Context: an optimization exercise on an open-source flow, tuned for small area. The choices shown serve that exercise and are no tape-out recipe. Function was checked by simulation only, so behaviour that the tests miss may differ from the original. No activity file was given, so power comes from the tool's default toggle rates.

==> xenon <==
// vga_enh_top
module vga_enh_top (
	wb_clk_i, wb_rst_i, wb_inta_o,
	wbs_adr_i, wbs_dat_i, wbs_dat_o, wbs_sel_i, wbs_we_i, wbs_stb_i, wbs_cyc_i, wbs_ack_o, wbs_rty_o, wbs_err_o,
	wbm_adr_o, wbm_dat_i, wbm_cti_o, wbm_bte_o, wbm_sel_o, wbm_we_o, wbm_stb_o, wbm_cyc_o, wbm_ack_i, wbm_err_i,
	clut_mem_adr_o, clut_mem_we_o, clut_mem_d_o, clut_mem_q_i,
	line_mem_wadr_o, line_mem_we_o, line_mem_d_o, line_mem_radr_o, line_mem_q_i,
	hsync_pad_o, vsync_pad_o, csync_pad_o, blank_pad_o, r_pad_o, g_pad_o, b_pad_o
	);
clock: 10.0 ns
lec_check: 0
cap_margin: 20
core_margin: 2
core_utilization: 55
slew_margin: 20
standard.sh (not shown) runs the stock make flow with config.mk's settings and CLKGATE_MAP_FILE= SYNTH_SCRIPT=/design/flow/synth_recipe.tcl, a recipe that flattens the netlist after the stock synthesis.
==> flow/flow/run.sh <==
#!/bin/bash
# The standard layout (standard.sh), with three changes:
#  - after the standard synthesis, its combinational logic is re-mapped for
#    area by remap.sh (registers untouched: same instance names, same cells)
#  - port buffers use the smallest buffer cell
#  - clock tree: sink clusters of at most 16 flip-flops within 50 um, driven by clkbuf_8, no dummy loads
# Each tool's output goes to a log file in this folder (flow_*.log, remap_*.log)
# and ORFS's own logs are under orfs/logs.
set -euo pipefail
HERE=$(cd "$(dirname "$0")" && pwd)
R=orfs/results/$FLOW_PLATFORM/vga_enh_top/base
LIB=$FLOW_HOME/platforms/$FLOW_PLATFORM/lib/sky130_fd_sc_hd__tt_025C_1v80.lib

bash standard.sh synth > flow_synth.log 2>&1
cp $R/1_2_yosys.v $R/1_2_yosys.standard.v
bash "$HERE/remap.sh" $R/1_2_yosys.standard.v $R/1_2_yosys.v "$LIB" "$FLOW_TOP" > flow_remap.log 2>&1
rm -f $R/1_synth.odb $R/1_synth.sdc

export BUFFER_PORTS_ARGS="-buffer_cell sky130_fd_sc_hd__buf_1"
export CTS_ARGS="-sink_clustering_enable -repair_clock_nets -dont_use_dummy_load -sink_clustering_size 16 -sink_clustering_max_diameter 50 -buf_list sky130_fd_sc_hd__clkbuf_8"
bash standard.sh > flow_layout.log 2>&1
==> flow/flow/abc1.abc <==
strash
&get -n
&fraig -x
&put
scorr
dc2
dch -f
&get -n
&st
&dch -f
&nf -a -R 1000
&put
==> flow/flow/abc2.abc <==
strash
&get -n
&fraig -x
&put
dc2
dch -f
amap -F 2 -A 5
==> flow/flow/abc3.abc <==
strash
&get -n
&fraig -x
&put
dc2
dch -f
amap
strash
dch -f
amap
==> flow/flow/abc4.abc <==
strash
&get -n
&fraig -x
&put
dc2
dch -f
amap -F 2 -A 5
strash
dch -f
amap -F 2 -A 5
==> flow/flow/abc5.abc <==
strash
&get -n
&fraig -x
&put
dc2
dch -f
amap
strash
dc2
dch -f
amap
strash
dc2
dch -f
amap
strash
dc2
dch -f
amap
==> flow/flow/dont_use.txt <==
-dont_use sky130_fd_sc_hd__probe_p_8 -dont_use sky130_fd_sc_hd__probec_p_8 -dont_use sky130_fd_sc_hd__lpflow_bleeder_1 -dont_use sky130_fd_sc_hd__lpflow_clkbufkapwr_1 -dont_use sky130_fd_sc_hd__lpflow_clkbufkapwr_16 -dont_use sky130_fd_sc_hd__lpflow_clkbufkapwr_2 -dont_use sky130_fd_sc_hd__lpflow_clkbufkapwr_4 -dont_use sky130_fd_sc_hd__lpflow_clkbufkapwr_8 -dont_use sky130_fd_sc_hd__lpflow_clkinvkapwr_1 -dont_use sky130_fd_sc_hd__lpflow_clkinvkapwr_16 -dont_use sky130_fd_sc_hd__lpflow_clkinvkapwr_2 -dont_use sky130_fd_sc_hd__lpflow_clkinvkapwr_4 -dont_use sky130_fd_sc_hd__lpflow_clkinvkapwr_8 -dont_use sky130_fd_sc_hd__lpflow_decapkapwr_12 -dont_use sky130_fd_sc_hd__lpflow_decapkapwr_3 -dont_use sky130_fd_sc_hd__lpflow_decapkapwr_4 -dont_use sky130_fd_sc_hd__lpflow_decapkapwr_6 -dont_use sky130_fd_sc_hd__lpflow_decapkapwr_8 -dont_use sky130_fd_sc_hd__lpflow_inputiso0n_1 -dont_use sky130_fd_sc_hd__lpflow_inputiso0p_1 -dont_use sky130_fd_sc_hd__lpflow_inputiso1n_1 -dont_use sky130_fd_sc_hd__lpflow_inputiso1p_1 -dont_use sky130_fd_sc_hd__lpflow_inputisolatch_1 -dont_use sky130_fd_sc_hd__lpflow_isobufsrc_1 -dont_use sky130_fd_sc_hd__lpflow_isobufsrc_16 -dont_use sky130_fd_sc_hd__lpflow_isobufsrc_2 -dont_use sky130_fd_sc_hd__lpflow_isobufsrc_4 -dont_use sky130_fd_sc_hd__lpflow_isobufsrc_8 -dont_use sky130_fd_sc_hd__lpflow_isobufsrckapwr_16 -dont_use sky130_fd_sc_hd__lpflow_lsbuf_lh_hl_isowell_tap_1 -dont_use sky130_fd_sc_hd__lpflow_lsbuf_lh_hl_isowell_tap_2 -dont_use sky130_fd_sc_hd__lpflow_lsbuf_lh_hl_isowell_tap_4 -dont_use sky130_fd_sc_hd__lpflow_lsbuf_lh_isowell_4 -dont_use sky130_fd_sc_hd__lpflow_lsbuf_lh_isowell_tap_1 -dont_use sky130_fd_sc_hd__lpflow_lsbuf_lh_isowell_tap_2 -dont_use sky130_fd_sc_hd__lpflow_lsbuf_lh_isowell_tap_4 -dont_use sky130_fd_sc_hd__fill_1 -dont_use sky130_fd_sc_hd__fill_2 -dont_use sky130_fd_sc_hd__fill_4 -dont_use sky130_fd_sc_hd__fill_8 
==> flow/flow/remap.sh <==
#!/bin/bash
# usage: remap.sh IN.v OUT.v LIB TOP
# Re-maps the combinational logic of the standard synthesis netlist for area,
# with each ABC script abc*.abc beside this file, and keeps the smallest result.
# Sequential cells (and tie cells) are kept as black boxes, so every register
# keeps its instance name and cell type. Each run's Yosys log is remap_<script>.log.
set -euo pipefail
IN=$1; OUT=$2; LIB=$3; TOP=$4
HERE=$(cd "$(dirname "$0")" && pwd)
YOSYS=$(command -v yosys || echo "$FLOW_HOME/../tools/install/yosys/bin/yosys")
SEQ=$(grep -o 'sky130_fd_sc_hd__[a-z0-9_]*' "$IN" | sort -u | grep -E '__(e?df|sdf|dl|conb)' | tr '\n' ' ')
best=""; best_area=""
for S in "$HERE"/abc*.abc; do
  n=$(basename "$S" .abc)
  cat > remap_$n.ys <<EOT
read_liberty -ignore_miss_func $LIB
blackbox $SEQ
read_verilog $IN
hierarchy -top $TOP
flatten
rename -hide w:*.*
opt_clean -purge
opt -fast
abc -liberty $LIB $(cat "$HERE/dont_use.txt") -script $S
opt_clean -purge
splitnets
opt_clean -purge
setundef -zero
hilomap -singleton -hicell sky130_fd_sc_hd__conb_1 HI -locell sky130_fd_sc_hd__conb_1 LO
insbuf -buf sky130_fd_sc_hd__buf_4 A X
opt_clean -purge
write_verilog -noattr -noexpr -nohex -nodec remap_$n.v
tee -o remap_$n.stat stat -liberty $LIB
EOT
  if timeout 900 "$YOSYS" -l remap_$n.log -q remap_$n.ys > /dev/null 2>&1; then
    a=$(awk '/Chip area/{print $NF}' remap_$n.stat | tail -1)
    echo "$n $a" >> remap_areas.txt
    if [[ -n "$a" ]] && { [[ -z "$best_area" ]] || awk -v a="$a" -v b="$best_area" 'BEGIN{exit !(a<b)}'; }; then
      best=$n; best_area=$a
    fi
  else
    echo "$n failed" >> remap_areas.txt
  fi
done
[[ -n "$best" ]] || { echo "no remap succeeded"; exit 1; }
echo "best $best $best_area" >> remap_areas.txt
cp remap_$best.v "$OUT"
==> zinc (differences from xenon) <==
==> flow/run.sh (new file) <==
#!/bin/bash
# synth_recipe.tcl (not shown) runs the flow's synth.tcl, then flattens the netlist and writes it again
# the make line also repeats each setting of config.mk as NAME=value (left out here)
make -C /OpenROAD-flow-scripts/flow DESIGN_CONFIG=/design/flow/config.mk WORK_HOME=/design/flow/orfs CLKGATE_MAP_FILE= SYNTH_SCRIPT=/design/flow/synth_recipe.tcl finish
--- a/flow/config.mk
+++ b/flow/config.mk
@@ -8,4 +8,7 @@
 export CAP_MARGIN = 20
 export CORE_MARGIN = 2
-export CORE_UTILIZATION = 55
+export CORE_UTILIZATION = 40
+export CTS_BUF_LIST = sky130_fd_sc_hd__clkbuf_16
+export CTS_CLUSTER_DIAMETER = 60
+export CTS_CLUSTER_SIZE = 20
 export SLEW_MARGIN = 20
removed: flow/flow/run.sh
removed: flow/flow/abc1.abc
removed: flow/flow/abc2.abc
removed: flow/flow/abc3.abc
removed: flow/flow/abc4.abc
removed: flow/flow/abc5.abc
removed: flow/flow/dont_use.txt
removed: flow/flow/remap.sh
removed: flow/standard.sh
==> summary of the runs <==
Against xenon, the combinational power of zinc is larger by about 23%.
Of xenon and zinc, zinc has the higher area after synthesis (gap about 8%, measured against zinc).
Against xenon, the global-route usage of zinc is lower by 13 points.
In xenon the first-iteration DRC count is higher than in zinc, by about 27%.
Against zinc, the worst setup slack of xenon is worse by 0.50 ns.
In zinc the final area is higher than in xenon, by 12%.
Via count: xenon is larger than zinc (6.3%).
Against xenon, the critical path depth of zinc is lower by 29.
In xenon the register-to-register slack is lower than in zinc, by 2.7 ns.
In zinc the clock power is larger than in xenon, by about 55%.
==> figures <==
| item | xenon | zinc |
|---|---|---|
| Depth of the CTS H-tree | 4 | 3 |
| Capture point of the worst reg-to-reg path | wbm.hgate_cnt[2] | pixel_generator.rgb_mem[2][13] |
| Routed length per placed instance | 29.1 um | 25.4 um |
| Area grow syn2layout | 10.3% | 14.2% |
| Clock network area share | 3.05% | 5.60% |
| Die height | 331 um | 404 um |
| Slew at the pin closest to its max-slew limit | 1.16 ns | 1.28 ns |
| Final HPWL DP | 125000 um | 120000 um |
| Placed Area | 62900 um2 | 68900 um2 |
| First-pass GRT wire length | 283000 um | 278000 um |
| Met2 usage | 52.3% | 33.5% |
| Power of the clock network | 3230 uW | 5010 uW |
| Final worst-path cycle share | 64.3% | 59.4% |
| Number of clock-tree buffers in the layout | 144 | 118 |
| Number of buffers outside the clock class in the layout | 432 | 398 |
| Worst-skew pair later-pin latency | 0.88 ns | 0.79 ns |
| Result of the run | timing/DRC/antenna clean | timing/DRC/antenna clean |
| Number of standard cells in the final layout excluding fillers | 6817 | 7511 |
| Required arrival time at the worst endpoint | 10.56 ns | 8.00 ns |
| Leak | 0.0203 uW | 0.0232 uW |
| Number of core rows | 119 | 146 |
| Headroom to the max-slew limit | 22.7% | 14.8% |

-- static timing again, ports no longer ideal --
The flow's constraints put no driver on any port. The routed layouts listed below were extracted and timed again, unchanged, in two steps.
Step 1: set_driving_cell puts a clkbuf_16 on wb_clk_i and a buf_2 on each other input, an assumption about the parent block.
Step 2 times the ports against the registers' clock, not the clock port: input delays grow and output delays shrink by t, the midpoint of the rising clock arrivals with the driver on.
Slacks: ideal / step 1 / step 2; pairs: ideal / step 1.
run	shift t [ns]	slack for setup (ns)	hold slack, ns	clock arrival spread, ns	worst data-port slew with drivers (ns)
xenon	0.903	3.568 / 3.568 / 3.568	0.332 / 0.332 / 0.332	0.096 / 0.096	0.17
zinc	0.831	4.064 / 3.978 / 3.954	0.326 / 0.326 / 0.326	0.087 / 0.087	0.19
After both steps every run listed still meets setup and hold. The setup slack of zinc, which loses most, moves by -0.086 ns with the drivers and by -0.110 ns with both steps.
